What follows belongs to an exercise in optimizing a design on an open flow for small area, a short achievable clock period and few clock cycles; a production flow would make more cautious choices.
Where RTL was checked, it was by simulation tests only, not by an equivalence proof against the original.
No functional check of the RTL was part of run 2.

==> flow/design.v, too long to show whole: its modules and the start of the top module <==
// module CONVCOR: 733 lines
module CONVCOR(
        clk,
        rst_n,
        in_valid,
        in_a,
        in_b,
        in_mode,
        out_valid,
        out
);
  // ...
==> flow/flow/run.sh <==
#!/bin/bash
# Standard ORFS layout, with repair_timing aiming for extra setup slack so the
# layout is sized for a shorter period than the 12 ns constraint.
set -euo pipefail
bash standard.sh SETUP_SLACK_MARGIN=8.7 finish > flow_standard.log 2>&1
==> flow/standard.sh <==
#!/bin/bash
# synth_recipe.tcl (not shown) runs the flow's synth.tcl, then flattens the netlist and writes it again
# the make line also repeats each setting of config.mk as NAME=value (left out here)
make -C /OpenROAD-flow-scripts/flow DESIGN_CONFIG=/design/flow/config.mk WORK_HOME=/design/flow/orfs CLKGATE_MAP_FILE= SYNTH_SCRIPT=/design/flow/synth_recipe.tcl "${@:-finish}"
==> flow/config.mk <==
export PLATFORM = sky130hd
export DESIGN_NAME = CONVCOR
export DESIGN_NICKNAME = CONVCOR
export VERILOG_FILES = /design/flow/design.v
export SDC_FILE = /design/flow/constraint.sdc
export NUM_CORES = 4
export LEC_CHECK = 0
export CAP_MARGIN = 20
export CORE_MARGIN = 2
export CORE_UTILIZATION = 40
export SLEW_MARGIN = 20
==> flow/constraint.sdc <==
create_clock -name core_clock -period 12.0 [get_ports {clk}]
set_input_delay 2.4000 -clock core_clock [delete_from_list [all_inputs] [get_ports {clk}]]
set_output_delay 2.4000 -clock core_clock [all_outputs]
set_load 0.01 [all_outputs]
==> metrics.log, run 1 <==
[metrics] crit start category: register
[metrics] max frequency: between 0.2 and 0.3 GHz
[metrics] Tot GR Track Use: approximately 18%
[metrics] instance count along the most critical hold path: 0
[metrics] distinct cell type count after synthesis: 60
[metrics] wire length on met1: ~17000 µm
[metrics] destination of the worst register-to-register timing path: tr_p9_1
[metrics] weighted congestion reported at the end of routability-driven placement: 0.855
[metrics] final setup margin: approximately 8600 ps
[metrics] Critical Path Stages: 1
[metrics] area grow syn2layout: 18.6%
[metrics] Setup Viol. Count Final: 0
[metrics] critical path data required time: around 9600 ps
[metrics] Primary FF master, synth: sky130_fd_sc_hd__dfxtp_1
[metrics] Worst Setup EP: out[30]
[metrics] endpoints failing hold: 0
[metrics] combined area of all synthesized cells: 17200 µm²
[metrics] Slowest Stage Delay on Critical Path: 330 ps
[metrics] post-synthesis cell type with the largest combined area: sky130_fd_sc_hd__fa_1
[metrics] fraction of synthesized area in multiplexers: 0.131%
[metrics] reg2reg setup slack: 8740 ps
[metrics] part of the Yosys area used for sequential elements: 36.7%
[metrics] top cells by instance count after synthesis: 333 x sky130_fd_sc_hd__inv_1, 240 x sky130_fd_sc_hd__fa_1, 180 x sky130_fd_sc_hd__nand2_1
[metrics] result of the run: finished clean
[metrics] period utilization: 28.6%
[metrics] number of storage elements in the synthesis netlist: 267
[metrics] overall die area: ~45000 µm²
[metrics] wire length after detailed routing: slightly below 40000 µm
[metrics] fraction of layout instances using a drive strength above 1: 15.6%
[metrics] syn_nets: 1941
[metrics] I/O pin total: between 70 and 80
[metrics] kind of capture point of the worst setup path: output port
[metrics] flip-flop count of the largest register, all copies and words added: 36
[metrics] placement row count: 75
[metrics] CTS Root Cell: sky130_fd_sc_hd__clkbuf_16
[metrics] Min-Delay Startpoint: acc
[metrics] smallest hold slack: 328 ps
[metrics] Worst Clk Skew: 30.5 ps
[metrics] Via density: about 4.8
[metrics] CTS Hold Bufs: 0
[metrics] number of buffers and inverters on the critical path: 1
[metrics] antenna violation net count after detailed routing: 0
Testbench counts, summed over its fixed seeds: cycles 64,050.
==> inputs of run 2 (changes only) <==
==> flow/design.v (replaced) <==
module CONVCOR(
        clk,
        rst_n,
        in_valid,
        in_a,
        in_b,
        in_mode,
        out_valid,
        out
);
input              clk;
input              rst_n;
input              in_valid;
input      [15:0]  in_a;
input      [15:0]  in_b;
input              in_mode;
output reg         out_valid;
output reg [35:0]  out;
reg [15:0] a0, a1, a2, b0, b1, b2;
reg [3:0]  st;      
reg        mode;
wire        start    = (st == 4'd0) & in_valid;
wire        cur_mode = (st == 4'd0) ? in_mode : mode;
wire [15:0] in_bx    = {in_b[15:8], in_b[7:0] ^ {8{~cur_mode}}};
reg [3:0] st_n;
always @(*) begin
    if (!rst_n)
        st_n = 4'd0;
    else if (st == 4'd0)
        st_n = in_valid ? 4'd1 : 4'd0;
    else if ((mode && st == 4'd3) || st == 4'd9)
        st_n = 4'd0;
    else
        st_n = st + 4'd1;
end
always @(posedge clk) begin
    st <= st_n;
    if (start) mode <= in_mode;
    if (start) begin a0 <= in_a; b0 <= in_bx; end
    if (st == 4'd1) begin a1 <= in_a; b1 <= in_bx; end
    if (st == 4'd2) begin a2 <= in_a; b2 <= in_bx; end
end
reg [3:0] la, lb;     
reg       acc_n, ov_n;
always @(*) begin
    la = 4'b0001; lb = 4'b0001; acc_n = 1'b0; ov_n = 1'b0;
    if (st == 4'd0) begin
        ov_n = in_valid & ~in_mode;
    end else if (mode) begin
        case (st)
            4'd1: begin la = 4'b0001; lb = 4'b0001; acc_n = 1'b1; end
            4'd2: begin la = 4'b0001; lb = 4'b0001; acc_n = 1'b1; ov_n = 1'b1; end
            default: ;
        endcase
    end else begin
        case (st)
            4'd1: begin la = 4'b0001; lb = 4'b0010; end
            4'd2: begin la = 4'b0010; lb = 4'b0100; acc_n = 1'b1; ov_n = 1'b1; end
            4'd3: begin la = 4'b0010; lb = 4'b1000; end
            4'd4: begin la = 4'b0100; lb = 4'b0100; acc_n = 1'b1; end
            4'd5: begin la = 4'b1000; lb = 4'b0010; acc_n = 1'b1; ov_n = 1'b1; end
            4'd6: begin la = 4'b0100; lb = 4'b1000; end
            4'd7: begin la = 4'b1000; lb = 4'b0100; acc_n = 1'b1; ov_n = 1'b1; end
            4'd8: begin la = 4'b1000; lb = 4'b1000; ov_n = 1'b1; end
            default: ;
        endcase
    end
end
reg [15:0] xa, xb;
reg        acc, ov, m0;      
reg        acc2, ov2;        
always @(posedge clk) begin
    acc2 <= acc;
    ov2  <= ov & rst_n;
    xa  <= ({16{la[0]}} & in_a) | ({16{la[1]}} & a0) | ({16{la[2]}} & a1) | ({16{la[3]}} & a2);
    xb  <= ({16{lb[0]}} & in_bx) | ({16{lb[1]}} & b0) | ({16{lb[2]}} & b1) | ({16{lb[3]}} & b2);
    acc <= acc_n;
    ov  <= ov_n & rst_n;
    m0  <= ~cur_mode;
end
wire [7:0] ar = xa[15:8];
wire [7:0] ai = xa[7:0];
wire [7:0] br = xb[15:8];
wire [7:0] bx = xb[7:0];    
wire [7:0] by = ~bx;        
wire [7:0] cr = ai & {8{m0}};     
wire [7:0] ci = ar & {8{~m0}};    
wire [17:0] acc_r = out[35:18] & {18{acc2}};
wire [17:0] acc_i = out[17:0]  & {18{acc2}};
wire tra_1, tra_2;
CONVCOR_fa u_tra_1 (.a(~(ar[0] & br[6])), .b(~(ar[1] & br[5])), .c(~(ar[2] & br[4])), .s(tra_1), .co(tra_2));
wire tra_3, tra_4;
CONVCOR_fa u_tra_3 (.a((ar[0] & br[7])), .b(~(ar[1] & br[6])), .c(~(ar[2] & br[5])), .s(tra_3), .co(tra_4));
wire tra_5, tra_6;
CONVCOR_fa u_tra_5 (.a(~(ar[3] & br[4])), .b(~(ar[4] & br[3])), .c(~(ar[5] & br[2])), .s(tra_5), .co(tra_6));
wire tra_7, tra_8;
CONVCOR_fa u_tra_7 (.a(~(ar[6] & br[1])), .b((ar[7] & br[0])), .c((ai[0] & bx[7])), .s(tra_7), .co(tra_8));
wire tra_9, tra_10;
CONVCOR_fa u_tra_9 (.a((ar[1] & br[7])), .b(~(ar[2] & br[6])), .c(~(ar[3] & br[5])), .s(tra_9), .co(tra_10));
wire tra_11, tra_12;
CONVCOR_fa u_tra_11 (.a(~(ar[4] & br[4])), .b(~(ar[5] & br[3])), .c(~(ar[6] & br[2])), .s(tra_11), .co(tra_12));
wire tra_13 = ~((ar[7] & br[1]) ^ (ai[1] & bx[7]));
wire tra_14 = (ar[7] & br[1]) | (ai[1] & bx[7]);
wire tra_15, tra_16;
CONVCOR_fa u_tra_15 (.a((ar[2] & br[7])), .b(~(ar[3] & br[6])), .c(~(ar[4] & br[5])), .s(tra_15), .co(tra_16));
wire tra_17, tra_18;
CONVCOR_fa u_tra_17 (.a(~(ar[0] & br[4])), .b(~(ar[1] & br[3])), .c(~(ar[2] & br[2])), .s(tra_17), .co(tra_18));
wire tra_19, tra_20;
CONVCOR_fa u_tra_19 (.a(~(ar[0] & br[5])), .b(~(ar[1] & br[4])), .c(~(ar[2] & br[3])), .s(tra_19), .co(tra_20));
wire tra_21, tra_22;
CONVCOR_fa u_tra_21 (.a(~(ar[3] & br[2])), .b(~(ar[4] & br[1])), .c(~(ar[5] & br[0])), .s(tra_21), .co(tra_22));
wire tra_23 = ~(~(ai[0] & bx[5]) ^ ~(ai[1] & bx[4]));
wire tra_24 = ~(ai[0] & bx[5]) | ~(ai[1] & bx[4]);
wire tra_25, tra_26;
CONVCOR_fa u_tra_25 (.a(~(ar[3] & br[3])), .b(~(ar[4] & br[2])), .c(~(ar[5] & br[1])), .s(tra_25), .co(tra_26));
wire tra_27, tra_28;
CONVCOR_fa u_tra_27 (.a(~(ar[6] & br[0])), .b(~(ai[0] & bx[6])), .c(~(ai[1] & bx[5])), .s(tra_27), .co(tra_28));
wire tra_29, tra_30;
CONVCOR_fa u_tra_29 (.a(~(ai[2] & bx[4])), .b(~(ai[3] & bx[3])), .c(~(ai[4] & bx[2])), .s(tra_29), .co(tra_30));
wire tra_31 = ~(~(ai[5] & bx[1]) ^ ~(ai[6] & bx[0]));
wire tra_32 = ~(ai[5] & bx[1]) | ~(ai[6] & bx[0]);
wire tra_33, tra_34;
CONVCOR_fa u_tra_33 (.a(~(ai[1] & bx[6])), .b(~(ai[2] & bx[5])), .c(~(ai[3] & bx[4])), .s(tra_33), .co(tra_34));
wire tra_35, tra_36;
CONVCOR_fa u_tra_35 (.a(~(ai[4] & bx[3])), .b(~(ai[5] & bx[2])), .c(~(ai[6] & bx[1])), .s(tra_35), .co(tra_36));
wire tra_37, tra_38;
CONVCOR_ha u_tra_37 (.a((ai[7] & bx[0])), .b(cr[7]), .s(tra_37), .co(tra_38));
wire tra_39, tra_40;
CONVCOR_fa u_tra_39 (.a(tra_3), .b(tra_5), .c(tra_7), .s(tra_39), .co(tra_40));
wire tra_41, tra_42;
CONVCOR_fa u_tra_41 (.a(~(ai[2] & bx[6])), .b(~(ai[3] & bx[5])), .c(~(ai[4] & bx[4])), .s(tra_41), .co(tra_42));
wire tra_43, tra_44;
CONVCOR_fa u_tra_43 (.a(~(ai[5] & bx[3])), .b(~(ai[6] & bx[2])), .c((ai[7] & bx[1])), .s(tra_43), .co(tra_44));
wire tra_45, tra_46;
CONVCOR_ha u_tra_45 (.a(tra_9), .b(tra_11), .s(tra_45), .co(tra_46));
wire tra_47, tra_48;
CONVCOR_fa u_tra_47 (.a(tra_13), .b(tra_4), .c(tra_6), .s(tra_47), .co(tra_48));
wire tra_49, tra_50;
CONVCOR_fa u_tra_49 (.a(~(ar[5] & br[4])), .b(~(ar[6] & br[3])), .c((ar[7] & br[2])), .s(tra_49), .co(tra_50));
wire tra_51, tra_52;
CONVCOR_fa u_tra_51 (.a((ai[2] & bx[7])), .b(~(ai[3] & bx[6])), .c(~(ai[4] & bx[5])), .s(tra_51), .co(tra_52));
wire tra_53, tra_54;
CONVCOR_fa u_tra_53 (.a(~(ai[5] & bx[4])), .b(~(ai[6] & bx[3])), .c((ai[7] & bx[2])), .s(tra_53), .co(tra_54));
wire tra_55, tra_56;
CONVCOR_fa u_tra_55 (.a(tra_15), .b(tra_10), .c(tra_12), .s(tra_55), .co(tra_56));
wire tra_57, tra_58;
CONVCOR_fa u_tra_57 (.a((ar[3] & br[7])), .b(~(ar[4] & br[6])), .c(~(ar[5] & br[5])), .s(tra_57), .co(tra_58));
wire tra_59, tra_60;
CONVCOR_fa u_tra_59 (.a(~(ar[6] & br[4])), .b((ar[7] & br[3])), .c((ai[3] & bx[7])), .s(tra_59), .co(tra_60));
wire tra_61, tra_62;
CONVCOR_fa u_tra_61 (.a(~(ai[4] & bx[6])), .b(~(ai[5] & bx[5])), .c(~(ai[6] & bx[4])), .s(tra_61), .co(tra_62));
wire tra_63, tra_64;
CONVCOR_fa u_tra_63 (.a((ar[4] & br[7])), .b(~(ar[5] & br[6])), .c(~(ar[6] & br[5])), .s(tra_63), .co(tra_64));
wire tra_65 = ~(~(ar[0] & br[2]) ^ ~(ar[1] & br[1]));
wire tra_66 = ~(ar[0] & br[2]) | ~(ar[1] & br[1]);
wire tra_67, tra_68;
CONVCOR_fa u_tra_67 (.a(~(ar[0] & br[3])), .b(~(ar[1] & br[2])), .c(~(ar[2] & br[1])), .s(tra_67), .co(tra_68));
wire tra_69, tra_70;
CONVCOR_fa u_tra_69 (.a(~(ar[3] & br[0])), .b(~(ai[0] & bx[3])), .c(~(ai[1] & bx[2])), .s(tra_69), .co(tra_70));
wire tra_71, tra_72;
CONVCOR_fa u_tra_71 (.a(~(ar[3] & br[1])), .b(~(ar[4] & br[0])), .c(~(ai[0] & bx[4])), .s(tra_71), .co(tra_72));
wire tra_73, tra_74;
CONVCOR_fa u_tra_73 (.a(~(ai[1] & bx[3])), .b(~(ai[2] & bx[2])), .c(~(ai[3] & bx[1])), .s(tra_73), .co(tra_74));
wire tra_75 = ~(~(ai[4] & bx[0]) ^ ~cr[4]);
wire tra_76 = ~(ai[4] & bx[0]) | ~cr[4];
wire tra_77, tra_78;
CONVCOR_fa u_tra_77 (.a(~(ai[2] & bx[3])), .b(~(ai[3] & bx[2])), .c(~(ai[4] & bx[1])), .s(tra_77), .co(tra_78));
wire tra_79, tra_80;
CONVCOR_fa u_tra_79 (.a(~(ai[5] & bx[0])), .b(~cr[5]), .c(tra_19), .s(tra_79), .co(tra_80));
wire tra_81, tra_82;
CONVCOR_fa u_tra_81 (.a(tra_21), .b(tra_23), .c(tra_18), .s(tra_81), .co(tra_82));
wire tra_83, tra_84;
CONVCOR_fa u_tra_83 (.a(~cr[6]), .b(tra_1), .c(tra_25), .s(tra_83), .co(tra_84));
wire tra_85, tra_86;
CONVCOR_fa u_tra_85 (.a(tra_27), .b(tra_29), .c(tra_31), .s(tra_85), .co(tra_86));
wire tra_87, tra_88;
CONVCOR_fa u_tra_87 (.a(tra_20), .b(tra_22), .c(tra_24), .s(tra_87), .co(tra_88));
wire tra_89, tra_90;
CONVCOR_fa u_tra_89 (.a(tra_2), .b(tra_33), .c(tra_35), .s(tra_89), .co(tra_90));
wire tra_91, tra_92;
CONVCOR_fa u_tra_91 (.a(tra_37), .b(tra_26), .c(tra_28), .s(tra_91), .co(tra_92));
wire tra_93, tra_94;
CONVCOR_fa u_tra_93 (.a(tra_30), .b(tra_32), .c(tra_39), .s(tra_93), .co(tra_94));
wire tra_95, tra_96;
CONVCOR_fa u_tra_95 (.a(tra_8), .b(tra_41), .c(tra_43), .s(tra_95), .co(tra_96));
wire tra_97, tra_98;
CONVCOR_fa u_tra_97 (.a(tra_34), .b(tra_36), .c(tra_38), .s(tra_97), .co(tra_98));
wire tra_99, tra_100;
CONVCOR_fa u_tra_99 (.a(tra_45), .b(tra_47), .c(tra_40), .s(tra_99), .co(tra_100));
wire tra_101, tra_102;
CONVCOR_fa u_tra_101 (.a(tra_14), .b(tra_49), .c(tra_51), .s(tra_101), .co(tra_102));
wire tra_103, tra_104;
CONVCOR_fa u_tra_103 (.a(tra_53), .b(tra_42), .c(tra_44), .s(tra_103), .co(tra_104));
wire tra_105, tra_106;
CONVCOR_fa u_tra_105 (.a(tra_55), .b(tra_46), .c(tra_48), .s(tra_105), .co(tra_106));
wire tra_107, tra_108;
CONVCOR_fa u_tra_107 (.a((ai[7] & bx[3])), .b(tra_16), .c(tra_57), .s(tra_107), .co(tra_108));
wire tra_109, tra_110;
CONVCOR_fa u_tra_109 (.a(tra_59), .b(tra_61), .c(tra_50), .s(tra_109), .co(tra_110));
wire tra_111, tra_112;
CONVCOR_fa u_tra_111 (.a(tra_52), .b(tra_54), .c(tra_56), .s(tra_111), .co(tra_112));
wire tra_113, tra_114;
CONVCOR_fa u_tra_113 (.a((ar[7] & br[4])), .b((ai[4] & bx[7])), .c(~(ai[5] & bx[6])), .s(tra_113), .co(tra_114));
wire tra_115, tra_116;
CONVCOR_fa u_tra_115 (.a(~(ai[6] & bx[5])), .b((ai[7] & bx[4])), .c(tra_63), .s(tra_115), .co(tra_116));
wire tra_117, tra_118;
CONVCOR_fa u_tra_117 (.a(tra_58), .b(tra_60), .c(tra_62), .s(tra_117), .co(tra_118));
wire tra_119, tra_120;
CONVCOR_fa u_tra_119 (.a((ar[5] & br[7])), .b(~(ar[6] & br[6])), .c((ar[7] & br[5])), .s(tra_119), .co(tra_120));
wire tra_121, tra_122;
CONVCOR_fa u_tra_121 (.a((ai[5] & bx[7])), .b(~(ai[6] & bx[6])), .c((ai[7] & bx[5])), .s(tra_121), .co(tra_122));
wire tra_123 = ~(~(ar[0] & br[1]) ^ ~(ar[1] & br[0]));
wire tra_124 = ~(ar[0] & br[1]) | ~(ar[1] & br[0]);
wire tra_125, tra_126;
CONVCOR_fa u_tra_125 (.a(~(ar[2] & br[0])), .b(~(ai[0] & bx[2])), .c(~(ai[1] & bx[1])), .s(tra_125), .co(tra_126));
wire tra_127 = ~(~(ai[2] & bx[0]) ^ ~cr[2]);
wire tra_128 = ~(ai[2] & bx[0]) | ~cr[2];
wire tra_129, tra_130;
CONVCOR_fa u_tra_129 (.a(~(ai[2] & bx[1])), .b(~(ai[3] & bx[0])), .c(~cr[3]), .s(tra_129), .co(tra_130));
wire tra_131, tra_132;
CONVCOR_fa u_tra_131 (.a(tra_67), .b(tra_69), .c(tra_66), .s(tra_131), .co(tra_132));
wire tra_133, tra_134;
CONVCOR_fa u_tra_133 (.a(tra_17), .b(tra_71), .c(tra_73), .s(tra_133), .co(tra_134));
wire tra_135, tra_136;
CONVCOR_fa u_tra_135 (.a(tra_75), .b(tra_68), .c(tra_70), .s(tra_135), .co(tra_136));
wire tra_137, tra_138;
CONVCOR_fa u_tra_137 (.a(tra_77), .b(tra_72), .c(tra_74), .s(tra_137), .co(tra_138));
wire tra_139, tra_140;
CONVCOR_fa u_tra_139 (.a(tra_76), .b(tra_79), .c(tra_81), .s(tra_139), .co(tra_140));
wire tra_141, tra_142;
CONVCOR_fa u_tra_141 (.a(tra_78), .b(tra_83), .c(tra_85), .s(tra_141), .co(tra_142));
wire tra_143, tra_144;
CONVCOR_fa u_tra_143 (.a(tra_87), .b(tra_80), .c(tra_82), .s(tra_143), .co(tra_144));
wire tra_145, tra_146;
CONVCOR_fa u_tra_145 (.a(tra_89), .b(tra_91), .c(tra_84), .s(tra_145), .co(tra_146));
wire tra_147, tra_148;
CONVCOR_fa u_tra_147 (.a(tra_86), .b(tra_88), .c(tra_93), .s(tra_147), .co(tra_148));
wire tra_149, tra_150;
CONVCOR_fa u_tra_149 (.a(tra_95), .b(tra_97), .c(tra_90), .s(tra_149), .co(tra_150));
wire tra_151, tra_152;
CONVCOR_fa u_tra_151 (.a(tra_92), .b(tra_99), .c(tra_94), .s(tra_151), .co(tra_152));
wire tra_153, tra_154;
CONVCOR_fa u_tra_153 (.a(tra_101), .b(tra_103), .c(tra_96), .s(tra_153), .co(tra_154));
wire tra_155, tra_156;
CONVCOR_fa u_tra_155 (.a(tra_98), .b(tra_105), .c(tra_100), .s(tra_155), .co(tra_156));
wire tra_157, tra_158;
CONVCOR_fa u_tra_157 (.a(tra_107), .b(tra_109), .c(tra_102), .s(tra_157), .co(tra_158));
wire tra_159, tra_160;
CONVCOR_fa u_tra_159 (.a(tra_104), .b(tra_111), .c(tra_106), .s(tra_159), .co(tra_160));
wire tra_161, tra_162;
CONVCOR_fa u_tra_161 (.a(tra_113), .b(tra_115), .c(tra_117), .s(tra_161), .co(tra_162));
wire tra_163, tra_164;
CONVCOR_fa u_tra_163 (.a(tra_108), .b(tra_110), .c(tra_112), .s(tra_163), .co(tra_164));
wire tra_165, tra_166;
CONVCOR_fa u_tra_165 (.a(tra_64), .b(tra_119), .c(tra_121), .s(tra_165), .co(tra_166));
wire tra_167, tra_168;
CONVCOR_fa u_tra_167 (.a(tra_114), .b(tra_116), .c(tra_118), .s(tra_167), .co(tra_168));
wire tra_169, tra_170;
CONVCOR_fa u_tra_169 (.a((ar[6] & br[7])), .b((ar[7] & br[6])), .c((ai[6] & bx[7])), .s(tra_169), .co(tra_170));
wire tra_171, tra_172;
CONVCOR_fa u_tra_171 (.a((ai[7] & bx[6])), .b(tra_120), .c(tra_122), .s(tra_171), .co(tra_172));
wire tra_173 = ~(~(ai[0] & bx[1]) ^ ~(ai[1] & bx[0]));
wire tra_174 = ~(ai[0] & bx[1]) | ~(ai[1] & bx[0]);
wire tra_175, tra_176;
CONVCOR_fa u_tra_175 (.a(tra_65), .b(tra_125), .c(tra_127), .s(tra_175), .co(tra_176));
wire tra_177, tra_178;
CONVCOR_fa u_tra_177 (.a(tra_129), .b(tra_126), .c(tra_128), .s(tra_177), .co(tra_178));
wire tra_179, tra_180;
CONVCOR_fa u_tra_179 (.a(tra_130), .b(tra_133), .c(tra_135), .s(tra_179), .co(tra_180));
wire tra_181, tra_182;
CONVCOR_fa u_tra_181 (.a(tra_137), .b(tra_134), .c(tra_136), .s(tra_181), .co(tra_182));
wire tra_183, tra_184;
CONVCOR_fa u_tra_183 (.a(tra_138), .b(tra_141), .c(tra_143), .s(tra_183), .co(tra_184));
wire tra_185, tra_186;
CONVCOR_fa u_tra_185 (.a(tra_145), .b(tra_142), .c(tra_144), .s(tra_185), .co(tra_186));
wire tra_187, tra_188;
CONVCOR_fa u_tra_187 (.a(tra_149), .b(tra_146), .c(tra_151), .s(tra_187), .co(tra_188));
wire tra_189, tra_190;
CONVCOR_fa u_tra_189 (.a(tra_153), .b(tra_150), .c(tra_155), .s(tra_189), .co(tra_190));
wire tra_191, tra_192;
CONVCOR_fa u_tra_191 (.a(tra_157), .b(tra_154), .c(tra_159), .s(tra_191), .co(tra_192));
wire tra_193, tra_194;
CONVCOR_fa u_tra_193 (.a(tra_161), .b(tra_158), .c(tra_163), .s(tra_193), .co(tra_194));
wire tra_195, tra_196;
CONVCOR_fa u_tra_195 (.a(tra_165), .b(tra_167), .c(tra_162), .s(tra_195), .co(tra_196));
wire tra_197, tra_198;
CONVCOR_fa u_tra_197 (.a(tra_169), .b(tra_171), .c(tra_166), .s(tra_197), .co(tra_198));
wire tra_199, tra_200;
CONVCOR_fa u_tra_199 (.a(~(ar[7] & br[7])), .b(~(ai[7] & bx[7])), .c(tra_170), .s(tra_199), .co(tra_200));
reg tr_p0_0, tr_p0_1, tr_p0_2, tr_p1_0, tr_p1_1, tr_p1_2, tr_p2_0, tr_p2_1, tr_p2_2, tr_p3_0, tr_p3_1, tr_p3_2, tr_p4_0, tr_p4_1, tr_p4_2, tr_p5_0, tr_p5_1, tr_p5_2, tr_p6_0, tr_p6_1, tr_p6_2, tr_p7_0, tr_p7_1, tr_p7_2, tr_p8_0, tr_p8_1, tr_p8_2, tr_p9_0, tr_p9_1, tr_p9_2, tr_p10_0, tr_p10_1, tr_p10_2, tr_p11_0, tr_p11_1, tr_p11_2, tr_p12_0, tr_p12_1, tr_p12_2, tr_p13_0, tr_p13_1, tr_p13_2, tr_p14_0, tr_p14_1, tr_p14_2, tr_p15_0;
always @(posedge clk) begin
    tr_p0_0 <= ~(ar[0] & br[0]);
    tr_p0_1 <= ~(ai[0] & bx[0]);
    tr_p0_2 <= ~cr[0];
    tr_p1_0 <= ~cr[1];
    tr_p1_1 <= tra_123;
    tr_p1_2 <= tra_173;
    tr_p2_0 <= tra_124;
    tr_p2_1 <= tra_175;
    tr_p2_2 <= tra_174;
    tr_p3_0 <= tra_131;
    tr_p3_1 <= tra_177;
    tr_p3_2 <= tra_176;
    tr_p4_0 <= tra_132;
    tr_p4_1 <= tra_179;
    tr_p4_2 <= tra_178;
    tr_p5_0 <= tra_139;
    tr_p5_1 <= tra_181;
    tr_p5_2 <= tra_180;
    tr_p6_0 <= tra_140;
    tr_p6_1 <= tra_183;
    tr_p6_2 <= tra_182;
    tr_p7_0 <= tra_147;
    tr_p7_1 <= tra_185;
    tr_p7_2 <= tra_184;
    tr_p8_0 <= tra_148;
    tr_p8_1 <= tra_187;
    tr_p8_2 <= tra_186;
    tr_p9_0 <= tra_152;
    tr_p9_1 <= tra_189;
    tr_p9_2 <= tra_188;
    tr_p10_0 <= tra_156;
    tr_p10_1 <= tra_191;
    tr_p10_2 <= tra_190;
    tr_p11_0 <= tra_160;
    tr_p11_1 <= tra_193;
    tr_p11_2 <= tra_192;
    tr_p12_0 <= tra_164;
    tr_p12_1 <= tra_195;
    tr_p12_2 <= tra_194;
    tr_p13_0 <= tra_168;
    tr_p13_1 <= tra_197;
    tr_p13_2 <= tra_196;
    tr_p14_0 <= tra_172;
    tr_p14_1 <= tra_199;
    tr_p14_2 <= tra_198;
    tr_p15_0 <= tra_200;
end
wire trb_1 = ~(tr_p0_0 ^ tr_p0_1);
wire trb_2 = tr_p0_0 | tr_p0_1;
wire trb_3, trb_4;
CONVCOR_fa u_trb_3 (.a(tr_p1_0), .b(tr_p1_1), .c(tr_p1_2), .s(trb_3), .co(trb_4));
wire trb_5, trb_6;
CONVCOR_fa u_trb_5 (.a(tr_p2_0), .b(tr_p2_1), .c(tr_p2_2), .s(trb_5), .co(trb_6));
wire trb_7, trb_8;
CONVCOR_fa u_trb_7 (.a(tr_p3_0), .b(tr_p3_1), .c(tr_p3_2), .s(trb_7), .co(trb_8));
wire trb_9, trb_10;
CONVCOR_fa u_trb_9 (.a(tr_p4_0), .b(tr_p4_1), .c(tr_p4_2), .s(trb_9), .co(trb_10));
wire trb_11, trb_12;
CONVCOR_fa u_trb_11 (.a(tr_p5_0), .b(tr_p5_1), .c(tr_p5_2), .s(trb_11), .co(trb_12));
wire trb_13, trb_14;
CONVCOR_fa u_trb_13 (.a(tr_p6_0), .b(tr_p6_1), .c(tr_p6_2), .s(trb_13), .co(trb_14));
wire trb_15, trb_16;
CONVCOR_fa u_trb_15 (.a(tr_p7_0), .b(tr_p7_1), .c(tr_p7_2), .s(trb_15), .co(trb_16));
wire trb_17, trb_18;
CONVCOR_fa u_trb_17 (.a(tr_p8_0), .b(tr_p8_1), .c(tr_p8_2), .s(trb_17), .co(trb_18));
wire trb_19, trb_20;
CONVCOR_fa u_trb_19 (.a(tr_p9_0), .b(tr_p9_1), .c(tr_p9_2), .s(trb_19), .co(trb_20));
wire trb_21, trb_22;
CONVCOR_fa u_trb_21 (.a(tr_p10_0), .b(tr_p10_1), .c(tr_p10_2), .s(trb_21), .co(trb_22));
wire trb_23, trb_24;
CONVCOR_fa u_trb_23 (.a(tr_p11_0), .b(tr_p11_1), .c(tr_p11_2), .s(trb_23), .co(trb_24));
wire trb_25, trb_26;
CONVCOR_fa u_trb_25 (.a(tr_p12_0), .b(tr_p12_1), .c(tr_p12_2), .s(trb_25), .co(trb_26));
wire trb_27, trb_28;
CONVCOR_fa u_trb_27 (.a(tr_p13_0), .b(tr_p13_1), .c(tr_p13_2), .s(trb_27), .co(trb_28));
wire trb_29, trb_30;
CONVCOR_fa u_trb_29 (.a(tr_p14_0), .b(tr_p14_1), .c(tr_p14_2), .s(trb_29), .co(trb_30));
wire trb_31 = ~(tr_p0_2 ^ ~acc_r[0]);
wire trb_32 = tr_p0_2 | ~acc_r[0];
wire trb_33, trb_34;
CONVCOR_fa u_trb_33 (.a(~acc_r[1]), .b(trb_3), .c(trb_2), .s(trb_33), .co(trb_34));
wire trb_35, trb_36;
CONVCOR_fa u_trb_35 (.a(~acc_r[2]), .b(trb_5), .c(trb_4), .s(trb_35), .co(trb_36));
wire trb_37, trb_38;
CONVCOR_fa u_trb_37 (.a(~acc_r[3]), .b(trb_7), .c(trb_6), .s(trb_37), .co(trb_38));
wire trb_39, trb_40;
CONVCOR_fa u_trb_39 (.a(~acc_r[4]), .b(trb_9), .c(trb_8), .s(trb_39), .co(trb_40));
wire trb_41, trb_42;
CONVCOR_fa u_trb_41 (.a(~acc_r[5]), .b(trb_11), .c(trb_10), .s(trb_41), .co(trb_42));
wire trb_43, trb_44;
CONVCOR_fa u_trb_43 (.a(~acc_r[6]), .b(trb_13), .c(trb_12), .s(trb_43), .co(trb_44));
wire trb_45, trb_46;
CONVCOR_fa u_trb_45 (.a(~acc_r[7]), .b(trb_15), .c(trb_14), .s(trb_45), .co(trb_46));
wire trb_47, trb_48;
CONVCOR_fa u_trb_47 (.a(~acc_r[8]), .b(trb_17), .c(trb_16), .s(trb_47), .co(trb_48));
wire trb_49, trb_50;
CONVCOR_fa u_trb_49 (.a(~acc_r[9]), .b(trb_19), .c(trb_18), .s(trb_49), .co(trb_50));
wire trb_51, trb_52;
CONVCOR_fa u_trb_51 (.a(~acc_r[10]), .b(trb_21), .c(trb_20), .s(trb_51), .co(trb_52));
wire trb_53, trb_54;
CONVCOR_fa u_trb_53 (.a(~acc_r[11]), .b(trb_23), .c(trb_22), .s(trb_53), .co(trb_54));
wire trb_55, trb_56;
CONVCOR_fa u_trb_55 (.a(~acc_r[12]), .b(trb_25), .c(trb_24), .s(trb_55), .co(trb_56));
wire trb_57, trb_58;
CONVCOR_fa u_trb_57 (.a(~acc_r[13]), .b(trb_27), .c(trb_26), .s(trb_57), .co(trb_58));
wire trb_59, trb_60;
CONVCOR_fa u_trb_59 (.a(~acc_r[14]), .b(trb_29), .c(trb_28), .s(trb_59), .co(trb_60));
wire trb_61, trb_62;
CONVCOR_fa u_trb_61 (.a(tr_p15_0), .b(~acc_r[15]), .c(trb_30), .s(trb_61), .co(trb_62));
wire trb_63 = ~(~acc_r[16]);
wire trb_64 = ~acc_r[16];
wire trb_65 = ~(~acc_r[17]);
wire trb_66 = ~acc_r[17];
wire [17:0] nr_x = {trb_65, trb_63, trb_61, trb_59, trb_57, trb_55, trb_53, trb_51, trb_49, trb_47, trb_45, trb_43, trb_41, trb_39, trb_37, trb_35, trb_33, trb_1};
wire [17:0] nr_y = {trb_64, trb_62, trb_60, trb_58, trb_56, trb_54, trb_52, trb_50, trb_48, trb_46, trb_44, trb_42, trb_40, trb_38, trb_36, trb_34, trb_32, trb_31};
wire [17:0] nr = ~(nr_x + nr_y + 18'd1);    
wire tia_1, tia_2;
CONVCOR_fa u_tia_1 (.a(~(ai[0] & br[6])), .b(~(ai[1] & br[5])), .c(~(ai[2] & br[4])), .s(tia_1), .co(tia_2));
wire tia_3, tia_4;
CONVCOR_fa u_tia_3 (.a((ai[0] & br[7])), .b(~(ai[1] & br[6])), .c(~(ai[2] & br[5])), .s(tia_3), .co(tia_4));
wire tia_5, tia_6;
CONVCOR_fa u_tia_5 (.a(~(ai[3] & br[4])), .b(~(ai[4] & br[3])), .c(~(ai[5] & br[2])), .s(tia_5), .co(tia_6));
wire tia_7, tia_8;
CONVCOR_fa u_tia_7 (.a(~(ai[6] & br[1])), .b((ai[7] & br[0])), .c((ar[0] & by[7])), .s(tia_7), .co(tia_8));
wire tia_9, tia_10;
CONVCOR_fa u_tia_9 (.a((ai[1] & br[7])), .b(~(ai[2] & br[6])), .c(~(ai[3] & br[5])), .s(tia_9), .co(tia_10));
wire tia_11, tia_12;
CONVCOR_fa u_tia_11 (.a(~(ai[4] & br[4])), .b(~(ai[5] & br[3])), .c(~(ai[6] & br[2])), .s(tia_11), .co(tia_12));
wire tia_13 = ~((ai[7] & br[1]) ^ (ar[1] & by[7]));
wire tia_14 = (ai[7] & br[1]) | (ar[1] & by[7]);
wire tia_15, tia_16;
CONVCOR_fa u_tia_15 (.a((ai[2] & br[7])), .b(~(ai[3] & br[6])), .c(~(ai[4] & br[5])), .s(tia_15), .co(tia_16));
wire tia_17, tia_18;
CONVCOR_fa u_tia_17 (.a(~(ai[0] & br[4])), .b(~(ai[1] & br[3])), .c(~(ai[2] & br[2])), .s(tia_17), .co(tia_18));
wire tia_19, tia_20;
CONVCOR_fa u_tia_19 (.a(~(ai[0] & br[5])), .b(~(ai[1] & br[4])), .c(~(ai[2] & br[3])), .s(tia_19), .co(tia_20));
wire tia_21, tia_22;
CONVCOR_fa u_tia_21 (.a(~(ai[3] & br[2])), .b(~(ai[4] & br[1])), .c(~(ai[5] & br[0])), .s(tia_21), .co(tia_22));
wire tia_23 = ~(~(ar[0] & by[5]) ^ ~(ar[1] & by[4]));
wire tia_24 = ~(ar[0] & by[5]) | ~(ar[1] & by[4]);
wire tia_25, tia_26;
CONVCOR_fa u_tia_25 (.a(~(ai[3] & br[3])), .b(~(ai[4] & br[2])), .c(~(ai[5] & br[1])), .s(tia_25), .co(tia_26));
wire tia_27, tia_28;
CONVCOR_fa u_tia_27 (.a(~(ai[6] & br[0])), .b(~(ar[0] & by[6])), .c(~(ar[1] & by[5])), .s(tia_27), .co(tia_28));
wire tia_29, tia_30;
CONVCOR_fa u_tia_29 (.a(~(ar[2] & by[4])), .b(~(ar[3] & by[3])), .c(~(ar[4] & by[2])), .s(tia_29), .co(tia_30));
wire tia_31 = ~(~(ar[5] & by[1]) ^ ~(ar[6] & by[0]));
wire tia_32 = ~(ar[5] & by[1]) | ~(ar[6] & by[0]);
wire tia_33, tia_34;
CONVCOR_fa u_tia_33 (.a(~(ar[1] & by[6])), .b(~(ar[2] & by[5])), .c(~(ar[3] & by[4])), .s(tia_33), .co(tia_34));
wire tia_35, tia_36;
CONVCOR_fa u_tia_35 (.a(~(ar[4] & by[3])), .b(~(ar[5] & by[2])), .c(~(ar[6] & by[1])), .s(tia_35), .co(tia_36));
wire tia_37, tia_38;
CONVCOR_ha u_tia_37 (.a((ar[7] & by[0])), .b(ci[7]), .s(tia_37), .co(tia_38));
wire tia_39, tia_40;
CONVCOR_fa u_tia_39 (.a(tia_3), .b(tia_5), .c(tia_7), .s(tia_39), .co(tia_40));
wire tia_41, tia_42;
CONVCOR_fa u_tia_41 (.a(~(ar[2] & by[6])), .b(~(ar[3] & by[5])), .c(~(ar[4] & by[4])), .s(tia_41), .co(tia_42));
wire tia_43, tia_44;
CONVCOR_fa u_tia_43 (.a(~(ar[5] & by[3])), .b(~(ar[6] & by[2])), .c((ar[7] & by[1])), .s(tia_43), .co(tia_44));
wire tia_45, tia_46;
CONVCOR_ha u_tia_45 (.a(tia_9), .b(tia_11), .s(tia_45), .co(tia_46));
wire tia_47, tia_48;
CONVCOR_fa u_tia_47 (.a(tia_13), .b(tia_4), .c(tia_6), .s(tia_47), .co(tia_48));
wire tia_49, tia_50;
CONVCOR_fa u_tia_49 (.a(~(ai[5] & br[4])), .b(~(ai[6] & br[3])), .c((ai[7] & br[2])), .s(tia_49), .co(tia_50));
wire tia_51, tia_52;
CONVCOR_fa u_tia_51 (.a((ar[2] & by[7])), .b(~(ar[3] & by[6])), .c(~(ar[4] & by[5])), .s(tia_51), .co(tia_52));
wire tia_53, tia_54;
CONVCOR_fa u_tia_53 (.a(~(ar[5] & by[4])), .b(~(ar[6] & by[3])), .c((ar[7] & by[2])), .s(tia_53), .co(tia_54));
wire tia_55, tia_56;
CONVCOR_fa u_tia_55 (.a(tia_15), .b(tia_10), .c(tia_12), .s(tia_55), .co(tia_56));
wire tia_57, tia_58;
CONVCOR_fa u_tia_57 (.a((ai[3] & br[7])), .b(~(ai[4] & br[6])), .c(~(ai[5] & br[5])), .s(tia_57), .co(tia_58));
wire tia_59, tia_60;
CONVCOR_fa u_tia_59 (.a(~(ai[6] & br[4])), .b((ai[7] & br[3])), .c((ar[3] & by[7])), .s(tia_59), .co(tia_60));
wire tia_61, tia_62;
CONVCOR_fa u_tia_61 (.a(~(ar[4] & by[6])), .b(~(ar[5] & by[5])), .c(~(ar[6] & by[4])), .s(tia_61), .co(tia_62));
wire tia_63, tia_64;
CONVCOR_fa u_tia_63 (.a((ai[4] & br[7])), .b(~(ai[5] & br[6])), .c(~(ai[6] & br[5])), .s(tia_63), .co(tia_64));
wire tia_65 = ~(~(ai[0] & br[2]) ^ ~(ai[1] & br[1]));
wire tia_66 = ~(ai[0] & br[2]) | ~(ai[1] & br[1]);
wire tia_67, tia_68;
CONVCOR_fa u_tia_67 (.a(~(ai[0] & br[3])), .b(~(ai[1] & br[2])), .c(~(ai[2] & br[1])), .s(tia_67), .co(tia_68));
wire tia_69, tia_70;
CONVCOR_fa u_tia_69 (.a(~(ai[3] & br[0])), .b(~(ar[0] & by[3])), .c(~(ar[1] & by[2])), .s(tia_69), .co(tia_70));
wire tia_71, tia_72;
CONVCOR_fa u_tia_71 (.a(~(ai[3] & br[1])), .b(~(ai[4] & br[0])), .c(~(ar[0] & by[4])), .s(tia_71), .co(tia_72));
wire tia_73, tia_74;
CONVCOR_fa u_tia_73 (.a(~(ar[1] & by[3])), .b(~(ar[2] & by[2])), .c(~(ar[3] & by[1])), .s(tia_73), .co(tia_74));
wire tia_75 = ~(~(ar[4] & by[0]) ^ ~ci[4]);
wire tia_76 = ~(ar[4] & by[0]) | ~ci[4];
wire tia_77, tia_78;
CONVCOR_fa u_tia_77 (.a(~(ar[2] & by[3])), .b(~(ar[3] & by[2])), .c(~(ar[4] & by[1])), .s(tia_77), .co(tia_78));
wire tia_79, tia_80;
CONVCOR_fa u_tia_79 (.a(~(ar[5] & by[0])), .b(~ci[5]), .c(tia_19), .s(tia_79), .co(tia_80));
wire tia_81, tia_82;
CONVCOR_fa u_tia_81 (.a(tia_21), .b(tia_23), .c(tia_18), .s(tia_81), .co(tia_82));
wire tia_83, tia_84;
CONVCOR_fa u_tia_83 (.a(~ci[6]), .b(tia_1), .c(tia_25), .s(tia_83), .co(tia_84));
wire tia_85, tia_86;
CONVCOR_fa u_tia_85 (.a(tia_27), .b(tia_29), .c(tia_31), .s(tia_85), .co(tia_86));
wire tia_87, tia_88;
CONVCOR_fa u_tia_87 (.a(tia_20), .b(tia_22), .c(tia_24), .s(tia_87), .co(tia_88));
wire tia_89, tia_90;
CONVCOR_fa u_tia_89 (.a(tia_2), .b(tia_33), .c(tia_35), .s(tia_89), .co(tia_90));
wire tia_91, tia_92;
CONVCOR_fa u_tia_91 (.a(tia_37), .b(tia_26), .c(tia_28), .s(tia_91), .co(tia_92));
wire tia_93, tia_94;
CONVCOR_fa u_tia_93 (.a(tia_30), .b(tia_32), .c(tia_39), .s(tia_93), .co(tia_94));
wire tia_95, tia_96;
CONVCOR_fa u_tia_95 (.a(tia_8), .b(tia_41), .c(tia_43), .s(tia_95), .co(tia_96));
wire tia_97, tia_98;
CONVCOR_fa u_tia_97 (.a(tia_34), .b(tia_36), .c(tia_38), .s(tia_97), .co(tia_98));
wire tia_99, tia_100;
CONVCOR_fa u_tia_99 (.a(tia_45), .b(tia_47), .c(tia_40), .s(tia_99), .co(tia_100));
wire tia_101, tia_102;
CONVCOR_fa u_tia_101 (.a(tia_14), .b(tia_49), .c(tia_51), .s(tia_101), .co(tia_102));
wire tia_103, tia_104;
CONVCOR_fa u_tia_103 (.a(tia_53), .b(tia_42), .c(tia_44), .s(tia_103), .co(tia_104));
wire tia_105, tia_106;
CONVCOR_fa u_tia_105 (.a(tia_55), .b(tia_46), .c(tia_48), .s(tia_105), .co(tia_106));
wire tia_107, tia_108;
CONVCOR_fa u_tia_107 (.a((ar[7] & by[3])), .b(tia_16), .c(tia_57), .s(tia_107), .co(tia_108));
wire tia_109, tia_110;
CONVCOR_fa u_tia_109 (.a(tia_59), .b(tia_61), .c(tia_50), .s(tia_109), .co(tia_110));
wire tia_111, tia_112;
CONVCOR_fa u_tia_111 (.a(tia_52), .b(tia_54), .c(tia_56), .s(tia_111), .co(tia_112));
wire tia_113, tia_114;
CONVCOR_fa u_tia_113 (.a((ai[7] & br[4])), .b((ar[4] & by[7])), .c(~(ar[5] & by[6])), .s(tia_113), .co(tia_114));
wire tia_115, tia_116;
CONVCOR_fa u_tia_115 (.a(~(ar[6] & by[5])), .b((ar[7] & by[4])), .c(tia_63), .s(tia_115), .co(tia_116));
wire tia_117, tia_118;
CONVCOR_fa u_tia_117 (.a(tia_58), .b(tia_60), .c(tia_62), .s(tia_117), .co(tia_118));
wire tia_119, tia_120;
CONVCOR_fa u_tia_119 (.a((ai[5] & br[7])), .b(~(ai[6] & br[6])), .c((ai[7] & br[5])), .s(tia_119), .co(tia_120));
wire tia_121, tia_122;
CONVCOR_fa u_tia_121 (.a((ar[5] & by[7])), .b(~(ar[6] & by[6])), .c((ar[7] & by[5])), .s(tia_121), .co(tia_122));
wire tia_123 = ~(~(ai[0] & br[1]) ^ ~(ai[1] & br[0]));
wire tia_124 = ~(ai[0] & br[1]) | ~(ai[1] & br[0]);
wire tia_125, tia_126;
CONVCOR_fa u_tia_125 (.a(~(ai[2] & br[0])), .b(~(ar[0] & by[2])), .c(~(ar[1] & by[1])), .s(tia_125), .co(tia_126));
wire tia_127 = ~(~(ar[2] & by[0]) ^ ~ci[2]);
wire tia_128 = ~(ar[2] & by[0]) | ~ci[2];
wire tia_129, tia_130;
CONVCOR_fa u_tia_129 (.a(~(ar[2] & by[1])), .b(~(ar[3] & by[0])), .c(~ci[3]), .s(tia_129), .co(tia_130));
wire tia_131, tia_132;
CONVCOR_fa u_tia_131 (.a(tia_67), .b(tia_69), .c(tia_66), .s(tia_131), .co(tia_132));
wire tia_133, tia_134;
CONVCOR_fa u_tia_133 (.a(tia_17), .b(tia_71), .c(tia_73), .s(tia_133), .co(tia_134));
wire tia_135, tia_136;
CONVCOR_fa u_tia_135 (.a(tia_75), .b(tia_68), .c(tia_70), .s(tia_135), .co(tia_136));
wire tia_137, tia_138;
CONVCOR_fa u_tia_137 (.a(tia_77), .b(tia_72), .c(tia_74), .s(tia_137), .co(tia_138));
wire tia_139, tia_140;
CONVCOR_fa u_tia_139 (.a(tia_76), .b(tia_79), .c(tia_81), .s(tia_139), .co(tia_140));
wire tia_141, tia_142;
CONVCOR_fa u_tia_141 (.a(tia_78), .b(tia_83), .c(tia_85), .s(tia_141), .co(tia_142));
wire tia_143, tia_144;
CONVCOR_fa u_tia_143 (.a(tia_87), .b(tia_80), .c(tia_82), .s(tia_143), .co(tia_144));
wire tia_145, tia_146;
CONVCOR_fa u_tia_145 (.a(tia_89), .b(tia_91), .c(tia_84), .s(tia_145), .co(tia_146));
wire tia_147, tia_148;
CONVCOR_fa u_tia_147 (.a(tia_86), .b(tia_88), .c(tia_93), .s(tia_147), .co(tia_148));
wire tia_149, tia_150;
CONVCOR_fa u_tia_149 (.a(tia_95), .b(tia_97), .c(tia_90), .s(tia_149), .co(tia_150));
wire tia_151, tia_152;
CONVCOR_fa u_tia_151 (.a(tia_92), .b(tia_99), .c(tia_94), .s(tia_151), .co(tia_152));
wire tia_153, tia_154;
CONVCOR_fa u_tia_153 (.a(tia_101), .b(tia_103), .c(tia_96), .s(tia_153), .co(tia_154));
wire tia_155, tia_156;
CONVCOR_fa u_tia_155 (.a(tia_98), .b(tia_105), .c(tia_100), .s(tia_155), .co(tia_156));
wire tia_157, tia_158;
CONVCOR_fa u_tia_157 (.a(tia_107), .b(tia_109), .c(tia_102), .s(tia_157), .co(tia_158));
wire tia_159, tia_160;
CONVCOR_fa u_tia_159 (.a(tia_104), .b(tia_111), .c(tia_106), .s(tia_159), .co(tia_160));
wire tia_161, tia_162;
CONVCOR_fa u_tia_161 (.a(tia_113), .b(tia_115), .c(tia_117), .s(tia_161), .co(tia_162));
wire tia_163, tia_164;
CONVCOR_fa u_tia_163 (.a(tia_108), .b(tia_110), .c(tia_112), .s(tia_163), .co(tia_164));
wire tia_165, tia_166;
CONVCOR_fa u_tia_165 (.a(tia_64), .b(tia_119), .c(tia_121), .s(tia_165), .co(tia_166));
wire tia_167, tia_168;
CONVCOR_fa u_tia_167 (.a(tia_114), .b(tia_116), .c(tia_118), .s(tia_167), .co(tia_168));
wire tia_169, tia_170;
CONVCOR_fa u_tia_169 (.a((ai[6] & br[7])), .b((ai[7] & br[6])), .c((ar[6] & by[7])), .s(tia_169), .co(tia_170));
wire tia_171, tia_172;
CONVCOR_fa u_tia_171 (.a((ar[7] & by[6])), .b(tia_120), .c(tia_122), .s(tia_171), .co(tia_172));
wire tia_173 = ~(~(ar[0] & by[1]) ^ ~(ar[1] & by[0]));
wire tia_174 = ~(ar[0] & by[1]) | ~(ar[1] & by[0]);
wire tia_175, tia_176;
CONVCOR_fa u_tia_175 (.a(tia_65), .b(tia_125), .c(tia_127), .s(tia_175), .co(tia_176));
wire tia_177, tia_178;
CONVCOR_fa u_tia_177 (.a(tia_129), .b(tia_126), .c(tia_128), .s(tia_177), .co(tia_178));
wire tia_179, tia_180;
CONVCOR_fa u_tia_179 (.a(tia_130), .b(tia_133), .c(tia_135), .s(tia_179), .co(tia_180));
wire tia_181, tia_182;
CONVCOR_fa u_tia_181 (.a(tia_137), .b(tia_134), .c(tia_136), .s(tia_181), .co(tia_182));
wire tia_183, tia_184;
CONVCOR_fa u_tia_183 (.a(tia_138), .b(tia_141), .c(tia_143), .s(tia_183), .co(tia_184));
wire tia_185, tia_186;
CONVCOR_fa u_tia_185 (.a(tia_145), .b(tia_142), .c(tia_144), .s(tia_185), .co(tia_186));
wire tia_187, tia_188;
CONVCOR_fa u_tia_187 (.a(tia_149), .b(tia_146), .c(tia_151), .s(tia_187), .co(tia_188));
wire tia_189, tia_190;
CONVCOR_fa u_tia_189 (.a(tia_153), .b(tia_150), .c(tia_155), .s(tia_189), .co(tia_190));
wire tia_191, tia_192;
CONVCOR_fa u_tia_191 (.a(tia_157), .b(tia_154), .c(tia_159), .s(tia_191), .co(tia_192));
wire tia_193, tia_194;
CONVCOR_fa u_tia_193 (.a(tia_161), .b(tia_158), .c(tia_163), .s(tia_193), .co(tia_194));
wire tia_195, tia_196;
CONVCOR_fa u_tia_195 (.a(tia_165), .b(tia_167), .c(tia_162), .s(tia_195), .co(tia_196));
wire tia_197, tia_198;
CONVCOR_fa u_tia_197 (.a(tia_169), .b(tia_171), .c(tia_166), .s(tia_197), .co(tia_198));
wire tia_199, tia_200;
CONVCOR_fa u_tia_199 (.a(~(ai[7] & br[7])), .b(~(ar[7] & by[7])), .c(tia_170), .s(tia_199), .co(tia_200));
reg ti_p0_0, ti_p0_1, ti_p0_2, ti_p1_0, ti_p1_1, ti_p1_2, ti_p2_0, ti_p2_1, ti_p2_2, ti_p3_0, ti_p3_1, ti_p3_2, ti_p4_0, ti_p4_1, ti_p4_2, ti_p5_0, ti_p5_1, ti_p5_2, ti_p6_0, ti_p6_1, ti_p6_2, ti_p7_0, ti_p7_1, ti_p7_2, ti_p8_0, ti_p8_1, ti_p8_2, ti_p9_0, ti_p9_1, ti_p9_2, ti_p10_0, ti_p10_1, ti_p10_2, ti_p11_0, ti_p11_1, ti_p11_2, ti_p12_0, ti_p12_1, ti_p12_2, ti_p13_0, ti_p13_1, ti_p13_2, ti_p14_0, ti_p14_1, ti_p14_2, ti_p15_0;
always @(posedge clk) begin
    ti_p0_0 <= ~(ai[0] & br[0]);
    ti_p0_1 <= ~(ar[0] & by[0]);
    ti_p0_2 <= ~ci[0];
    ti_p1_0 <= ~ci[1];
    ti_p1_1 <= tia_123;
    ti_p1_2 <= tia_173;
    ti_p2_0 <= tia_124;
    ti_p2_1 <= tia_175;
    ti_p2_2 <= tia_174;
    ti_p3_0 <= tia_131;
    ti_p3_1 <= tia_177;
    ti_p3_2 <= tia_176;
    ti_p4_0 <= tia_132;
    ti_p4_1 <= tia_179;
    ti_p4_2 <= tia_178;
    ti_p5_0 <= tia_139;
    ti_p5_1 <= tia_181;
    ti_p5_2 <= tia_180;
    ti_p6_0 <= tia_140;
    ti_p6_1 <= tia_183;
    ti_p6_2 <= tia_182;
    ti_p7_0 <= tia_147;
    ti_p7_1 <= tia_185;
    ti_p7_2 <= tia_184;
    ti_p8_0 <= tia_148;
    ti_p8_1 <= tia_187;
    ti_p8_2 <= tia_186;
    ti_p9_0 <= tia_152;
    ti_p9_1 <= tia_189;
    ti_p9_2 <= tia_188;
    ti_p10_0 <= tia_156;
    ti_p10_1 <= tia_191;
    ti_p10_2 <= tia_190;
    ti_p11_0 <= tia_160;
    ti_p11_1 <= tia_193;
    ti_p11_2 <= tia_192;
    ti_p12_0 <= tia_164;
    ti_p12_1 <= tia_195;
    ti_p12_2 <= tia_194;
    ti_p13_0 <= tia_168;
    ti_p13_1 <= tia_197;
    ti_p13_2 <= tia_196;
    ti_p14_0 <= tia_172;
    ti_p14_1 <= tia_199;
    ti_p14_2 <= tia_198;
    ti_p15_0 <= tia_200;
end
wire tib_1 = ~(ti_p0_0 ^ ti_p0_1);
wire tib_2 = ti_p0_0 | ti_p0_1;
wire tib_3, tib_4;
CONVCOR_fa u_tib_3 (.a(ti_p1_0), .b(ti_p1_1), .c(ti_p1_2), .s(tib_3), .co(tib_4));
wire tib_5, tib_6;
CONVCOR_fa u_tib_5 (.a(ti_p2_0), .b(ti_p2_1), .c(ti_p2_2), .s(tib_5), .co(tib_6));
wire tib_7, tib_8;
CONVCOR_fa u_tib_7 (.a(ti_p3_0), .b(ti_p3_1), .c(ti_p3_2), .s(tib_7), .co(tib_8));
wire tib_9, tib_10;
CONVCOR_fa u_tib_9 (.a(ti_p4_0), .b(ti_p4_1), .c(ti_p4_2), .s(tib_9), .co(tib_10));
wire tib_11, tib_12;
CONVCOR_fa u_tib_11 (.a(ti_p5_0), .b(ti_p5_1), .c(ti_p5_2), .s(tib_11), .co(tib_12));
wire tib_13, tib_14;
CONVCOR_fa u_tib_13 (.a(ti_p6_0), .b(ti_p6_1), .c(ti_p6_2), .s(tib_13), .co(tib_14));
wire tib_15, tib_16;
CONVCOR_fa u_tib_15 (.a(ti_p7_0), .b(ti_p7_1), .c(ti_p7_2), .s(tib_15), .co(tib_16));
wire tib_17, tib_18;
CONVCOR_fa u_tib_17 (.a(ti_p8_0), .b(ti_p8_1), .c(ti_p8_2), .s(tib_17), .co(tib_18));
wire tib_19, tib_20;
CONVCOR_fa u_tib_19 (.a(ti_p9_0), .b(ti_p9_1), .c(ti_p9_2), .s(tib_19), .co(tib_20));
wire tib_21, tib_22;
CONVCOR_fa u_tib_21 (.a(ti_p10_0), .b(ti_p10_1), .c(ti_p10_2), .s(tib_21), .co(tib_22));
wire tib_23, tib_24;
CONVCOR_fa u_tib_23 (.a(ti_p11_0), .b(ti_p11_1), .c(ti_p11_2), .s(tib_23), .co(tib_24));
wire tib_25, tib_26;
CONVCOR_fa u_tib_25 (.a(ti_p12_0), .b(ti_p12_1), .c(ti_p12_2), .s(tib_25), .co(tib_26));
wire tib_27, tib_28;
CONVCOR_fa u_tib_27 (.a(ti_p13_0), .b(ti_p13_1), .c(ti_p13_2), .s(tib_27), .co(tib_28));
wire tib_29, tib_30;
CONVCOR_fa u_tib_29 (.a(ti_p14_0), .b(ti_p14_1), .c(ti_p14_2), .s(tib_29), .co(tib_30));
wire tib_31 = ~(ti_p0_2 ^ ~acc_i[0]);
wire tib_32 = ti_p0_2 | ~acc_i[0];
wire tib_33, tib_34;
CONVCOR_fa u_tib_33 (.a(~acc_i[1]), .b(tib_3), .c(tib_2), .s(tib_33), .co(tib_34));
wire tib_35, tib_36;
CONVCOR_fa u_tib_35 (.a(~acc_i[2]), .b(tib_5), .c(tib_4), .s(tib_35), .co(tib_36));
wire tib_37, tib_38;
CONVCOR_fa u_tib_37 (.a(~acc_i[3]), .b(tib_7), .c(tib_6), .s(tib_37), .co(tib_38));
wire tib_39, tib_40;
CONVCOR_fa u_tib_39 (.a(~acc_i[4]), .b(tib_9), .c(tib_8), .s(tib_39), .co(tib_40));
wire tib_41, tib_42;
CONVCOR_fa u_tib_41 (.a(~acc_i[5]), .b(tib_11), .c(tib_10), .s(tib_41), .co(tib_42));
wire tib_43, tib_44;
CONVCOR_fa u_tib_43 (.a(~acc_i[6]), .b(tib_13), .c(tib_12), .s(tib_43), .co(tib_44));
wire tib_45, tib_46;
CONVCOR_fa u_tib_45 (.a(~acc_i[7]), .b(tib_15), .c(tib_14), .s(tib_45), .co(tib_46));
wire tib_47, tib_48;
CONVCOR_fa u_tib_47 (.a(~acc_i[8]), .b(tib_17), .c(tib_16), .s(tib_47), .co(tib_48));
wire tib_49, tib_50;
CONVCOR_fa u_tib_49 (.a(~acc_i[9]), .b(tib_19), .c(tib_18), .s(tib_49), .co(tib_50));
wire tib_51, tib_52;
CONVCOR_fa u_tib_51 (.a(~acc_i[10]), .b(tib_21), .c(tib_20), .s(tib_51), .co(tib_52));
wire tib_53, tib_54;
CONVCOR_fa u_tib_53 (.a(~acc_i[11]), .b(tib_23), .c(tib_22), .s(tib_53), .co(tib_54));
wire tib_55, tib_56;
CONVCOR_fa u_tib_55 (.a(~acc_i[12]), .b(tib_25), .c(tib_24), .s(tib_55), .co(tib_56));
wire tib_57, tib_58;
CONVCOR_fa u_tib_57 (.a(~acc_i[13]), .b(tib_27), .c(tib_26), .s(tib_57), .co(tib_58));
wire tib_59, tib_60;
CONVCOR_fa u_tib_59 (.a(~acc_i[14]), .b(tib_29), .c(tib_28), .s(tib_59), .co(tib_60));
wire tib_61, tib_62;
CONVCOR_fa u_tib_61 (.a(ti_p15_0), .b(~acc_i[15]), .c(tib_30), .s(tib_61), .co(tib_62));
wire tib_63 = ~(~acc_i[16]);
wire tib_64 = ~acc_i[16];
wire tib_65 = ~(~acc_i[17]);
wire tib_66 = ~acc_i[17];
wire [17:0] ni_x = {tib_65, tib_63, tib_61, tib_59, tib_57, tib_55, tib_53, tib_51, tib_49, tib_47, tib_45, tib_43, tib_41, tib_39, tib_37, tib_35, tib_33, tib_1};
wire [17:0] ni_y = {tib_64, tib_62, tib_60, tib_58, tib_56, tib_54, tib_52, tib_50, tib_48, tib_46, tib_44, tib_42, tib_40, tib_38, tib_36, tib_34, tib_32, tib_31};
wire [17:0] ni = ~(ni_x + ni_y + 18'd1);    
always @(posedge clk) begin
    if (!rst_n)
        out_valid <= 1'b0;
    else
        out_valid <= ov2;
    out <= {nr, ni};
end
endmodule
module CONVCOR_fa(a, b, c, s, co);
input  a, b, c;
output s, co;
assign s  = a ^ b ^ c;
assign co = (a & b) | (a & c) | (b & c);
endmodule
module CONVCOR_ha(a, b, s, co);
input  a, b;
output s, co;
assign s  = a ^ b;
assign co = a & b;
endmodule
==> flow/flow/run.sh (replaced) <==
#!/bin/bash
# Standard ORFS layout, with repair_timing aiming for extra setup slack so the
# layout is sized for a shorter period than the 12 ns constraint, plain
# buffers on the ports, and no dummy clock-tree loads.
set -euo pipefail
bash standard.sh SETUP_SLACK_MARGIN=8.7 \
  "BUFFER_PORTS_ARGS=-buffer_cell sky130_fd_sc_hd__buf_1" \
  "CTS_ARGS=-sink_clustering_enable -repair_clock_nets -dont_use_dummy_load" \
  finish > flow_standard.log 2>&1
--- a/flow/config.mk
+++ b/flow/config.mk
@@ -4,8 +4,9 @@
 export VERILOG_FILES = /design/flow/design.v
 export SDC_FILE = /design/flow/constraint.sdc
 export NUM_CORES = 4
 export LEC_CHECK = 0
 export CAP_MARGIN = 20
 export CORE_MARGIN = 2
 export CORE_UTILIZATION = 40
 export SLEW_MARGIN = 20
+export SYNTH_HIERARCHICAL = 1
==> run 2 against run 1 <==
- synthesized area is 6.4% lower
- clock skew grew 5.8 ps
- wire length down 9.8%
- first-iteration DRC count rose by 38%
- register-to-register slack worse by 20 ps
- non-clock buffer count is 32 lower
- die area is 6.2% lower
- clock-buffer cell count down 9
- fmax grew 0.51%
==> metrics.log, run 2 <==
[metrics] placement row count: 73 (-2.7%)
[metrics] Mapped Avg Cell Area: about 12 µm²
[metrics] number of maximum-capacitance constraint violations: 0
[metrics] Worst Clk Skew: 36.3 ps (+5.81 ps)
[metrics] area of the core: 39700 µm²
[metrics] Cells after DPL: roughly 1900
[metrics] pin count of the biggest net entering global routing: 37
[metrics] Ys Warns: 7
[metrics] number of standard cells in the layout, taps in and fillers out: 1973
[metrics] Max Fanout on Critical Path: 2
[metrics] register with the most flip-flops: out
[metrics] gate count of the mapped netlist: 1353
[metrics] distinct cell type count after synthesis: 57 (-5.0%)
[metrics] die extent in y: 205 µm
[metrics] endpoints failing hold: 0 (unchanged)
[metrics] crit start category: register
[metrics] Initial DRT Pass Iterations: 7
[metrics] time the worst path needs with I/O delays and setup: 3410 ps
[metrics] Critical Path AT: 1010 ps
[metrics] CTS Hold Bufs: 0 (unchanged)
[metrics] total gr overflow: 0
[metrics] syn_nets: 1692 (-13%)
[metrics] TritonCTS clock tree: done
[metrics] Hold Crit Class: reg2reg
[metrics] starting density of the core: 40.6%
[metrics] CTS Root Cell: sky130_fd_sc_hd__clkbuf_16
[metrics] antenna violation net count after detailed routing: 0 (unchanged)
[metrics] cells along the critical path: buf_6
[metrics] detailed placer's ending HPWL: approximately 24000 µm
[metrics] Slowest Stage Delay on Critical Path: 350 ps (+20 ps)
[metrics] dominant delay contributor by cell family on the critical path: flip-flops
[metrics] number of H-tree levels: 1
[metrics] Primary FF master, synth: sky130_fd_sc_hd__dfxtp_1
[metrics] weighted congestion reported at the end of routability-driven placement: 0.771 (-9.8%)
[metrics] post-synthesis cell type with the largest combined area: sky130_fd_sc_hd__fa_1
[metrics] Setup Viol. Count Final: 0 (unchanged)
[metrics] fraction of synthesis flops using an asynchronous set or reset pin: 0%
[metrics] setup repair after global routing missed its margin: true
[metrics] critical path data required time: 9600 ps (about the same)
[metrics] dominant cells by area after synthesis: sky130_fd_sc_hd__fa_1 30%, sky130_fd_sc_hd__dfxtp_1 21%, sky130_fd_sc_hd__edfxtp_1 18%, sky130_fd_sc_hd__nand2_1 5.4%, sky130_fd_sc_hd__ha_1 4.9%
[metrics] clock edge transition at the registers on the reported setup and hold paths: 60 ps
[metrics] Via density: 5.13 (+5.8%)
[metrics] Sink Count: between 200 and 300
[metrics] most common cell after layout, fill and taps aside: sky130_fd_sc_hd__fa_1
[metrics] vias in the first global route: 10758
[metrics] routed wire length per instance: 17.6 µm
[metrics] overall die area: 41900 µm² (-6.2%)
[metrics] result of the run: finished clean
[metrics] period utilization: 28.4% (-0.14 points)
[metrics] Tot GR Track Use: 17.2% (-0.77 points)
[metrics] width of the die: 205 µm
[metrics] part of the Yosys area used for sequential elements: 39.2% (+2.5 points)
[metrics] area grow syn2layout: 14.1%
[metrics] slowest cell on the critical path: sky130_fd_sc_hd__dfxtp_2
[metrics] number of storage elements in the synthesis netlist: 267 (unchanged)
[metrics] Worst-Margin Slew: between 900 and 1000 ps
[metrics] Post-layout nets: roughly 1800
[metrics] clock network latency to the later pin of the worst-skew pair: 560 ps
[metrics] antenna violations before repair: 1
[metrics] top cells by instance count after synthesis: 240 x sky130_fd_sc_hd__fa_1, 232 x sky130_fd_sc_hd__nand2_1, 170 x sky130_fd_sc_hd__dfxtp_1
[metrics] Post-route DRC: 0
[metrics] flip-flop count of the largest register, all copies and words added: 36 (unchanged)
[metrics] critical path start-end classification: reg2out
[metrics] total of buffers placed on input and output ports: between 70 and 80
[metrics] number of buffers on the longest clock path: 3
[metrics] count of flip-flops with a built-in enable after synthesis: 97
[metrics] overall via count from detail_route: about 10000
[metrics] share of the synthesized area in the top cell type: 29.8%
[metrics] highest-count cells in the layout ignoring fill and taps: 239 x sky130_fd_sc_hd__fa_1, 232 x sky130_fd_sc_hd__nand2_1, 106 x sky130_fd_sc_hd__dfxtp_1, 97 x sky130_fd_sc_hd__edfxtp_1, 70 x sky130_fd_sc_hd__and2_1
[metrics] relative slew slack: around 34%
[metrics] max frequency: 0.293 GHz (+0.51%)
[metrics] fraction of layout instances using a drive strength above 1: 13.7% (-1.9 points)
[metrics] most repeated cell in the gate-level netlist after synthesis: sky130_fd_sc_hd__fa_1
[metrics] Final TNS setup: 0 ps
[metrics] number of design-rule violations left by the first detailed-router iteration: slightly below 900
[metrics] CTS Buf Count: 29
[metrics] I/O pin total: 73 (unchanged)
[metrics] first-pass GRT wire length: approximately 56000 µm
[metrics] final count of pins violating max slew: 0
[metrics] number of buffers and inverters on the critical path: 1 (unchanged)
[metrics] wire length after detailed routing: 34700 µm (-9.8%)
[metrics] combined area of all synthesized cells: 16100 µm² (-6.4%)
[metrics] kind of capture point of the worst setup path: output port
[run 2: path summary, 6_finish.rpt]
check	start	end	slack, ps	depth (start not counted)
max	out[33]	out[33]	8590	1
min	acc	acc2	330	0
max reg2reg	ti_p1_0	out[14]	8720	9
min reg2reg	acc	acc2	330	0
[run 2: modules after synthesis (local to each module, per instance)]
| module | times used | cells inside | cell area [µm²] | flops+latches |
|---|---|---|---|---|
| CONVCOR | 1 | 1111 | 11300 | 267 |
| CONVCOR_fa | 238 | 1 | 20.0 | 0 |
| CONVCOR_ha | 4 | 1 | 12.5 | 0 |
[run 2: per-layer routing]
layer,GRT usage [%],routed length (µm)
met1,23.0,14900
met2,29.6,17400
met3,2.61,1810
met4,3.47,553
met5,0,0
[run 2: cell families (layout without fill, tap and decap cells)]
group,count (synthesis),after routing,synth area share [%]
flops,267,267,39.2
buf+inv,129,223,3.07
other cells,0,1,0
simple gates,451,451,13.6
fa+ha+maj,303,303,34.7
mux,3,3,0.264
compound gates,163,163,7.16
xor+xnor,37,37,2.01
[run 2: per-stage QoR]
| stage | setup slack (ps) | area (µm²) | hold slack, ps | util (%) |
|---|---|---|---|---|
| after floorplan | 8690 | 16100 | 310 | - |
| after global placement | 8210 | 16900 | 315 | 42.5 |
| after detailed placement | 8200 | 16900 | 314 | 42.5 |
| after CTS | 8550 | 18100 | 327 | 45.6 |
| after global routing | 8540 | 18400 | 340 | 46.2 |
| final | 8590 | 18400 | 326 | 46.3 |
[run 2: layout make-up]
type / count / area (µm²)
repair buffers: 124 / 945
clock buffers: 29 / 726
flip-flops and latches: 267 / 6440
diodes: 1 / 2.50
well taps: 525 / 657
inverters: 70 / 267
fillers: 3656 / 21400
multi-input cells: 957 / 9340
[run 2: what timing repair did]
item                       in CTS  in global routing
setup buffers                  23                 24
gates resized for setup       139                 26
cloned                          0                  0
pin swaps                       0                  7
setup endpoints to repair      56                 53

-- what the ideal ports hide --
How much do the figures lean on ideal ports? The routed layouts below were timed once more, with nothing changed but the port constraints.
Step 1 sets driving cells, clkbuf_16 on the clock port and buf_2 on the other inputs (assumed; they add their load-dependent delay and slew).
Step 2 times the ports against the registers' clock, not the clock port: input delays grow and output delays shrink by t, the midpoint of the rising clock arrivals with the driver on.
Slacks: ideal ports / drivers / drivers and shift; pairs: ideal ports / drivers.
run | shift t [ns] | slack for setup (ns) | worst setup path at the end
run 1 | 0.627 | 8.573 / 8.517 / 8.142 | input to register
run 2 | 0.593 | 8.590 / 8.541 / 8.245 | input to register
After both steps every run listed still meets setup and hold. The setup slack of run 1, which loses most, moves by -0.056 ns with the drivers and by -0.431 ns with both steps.
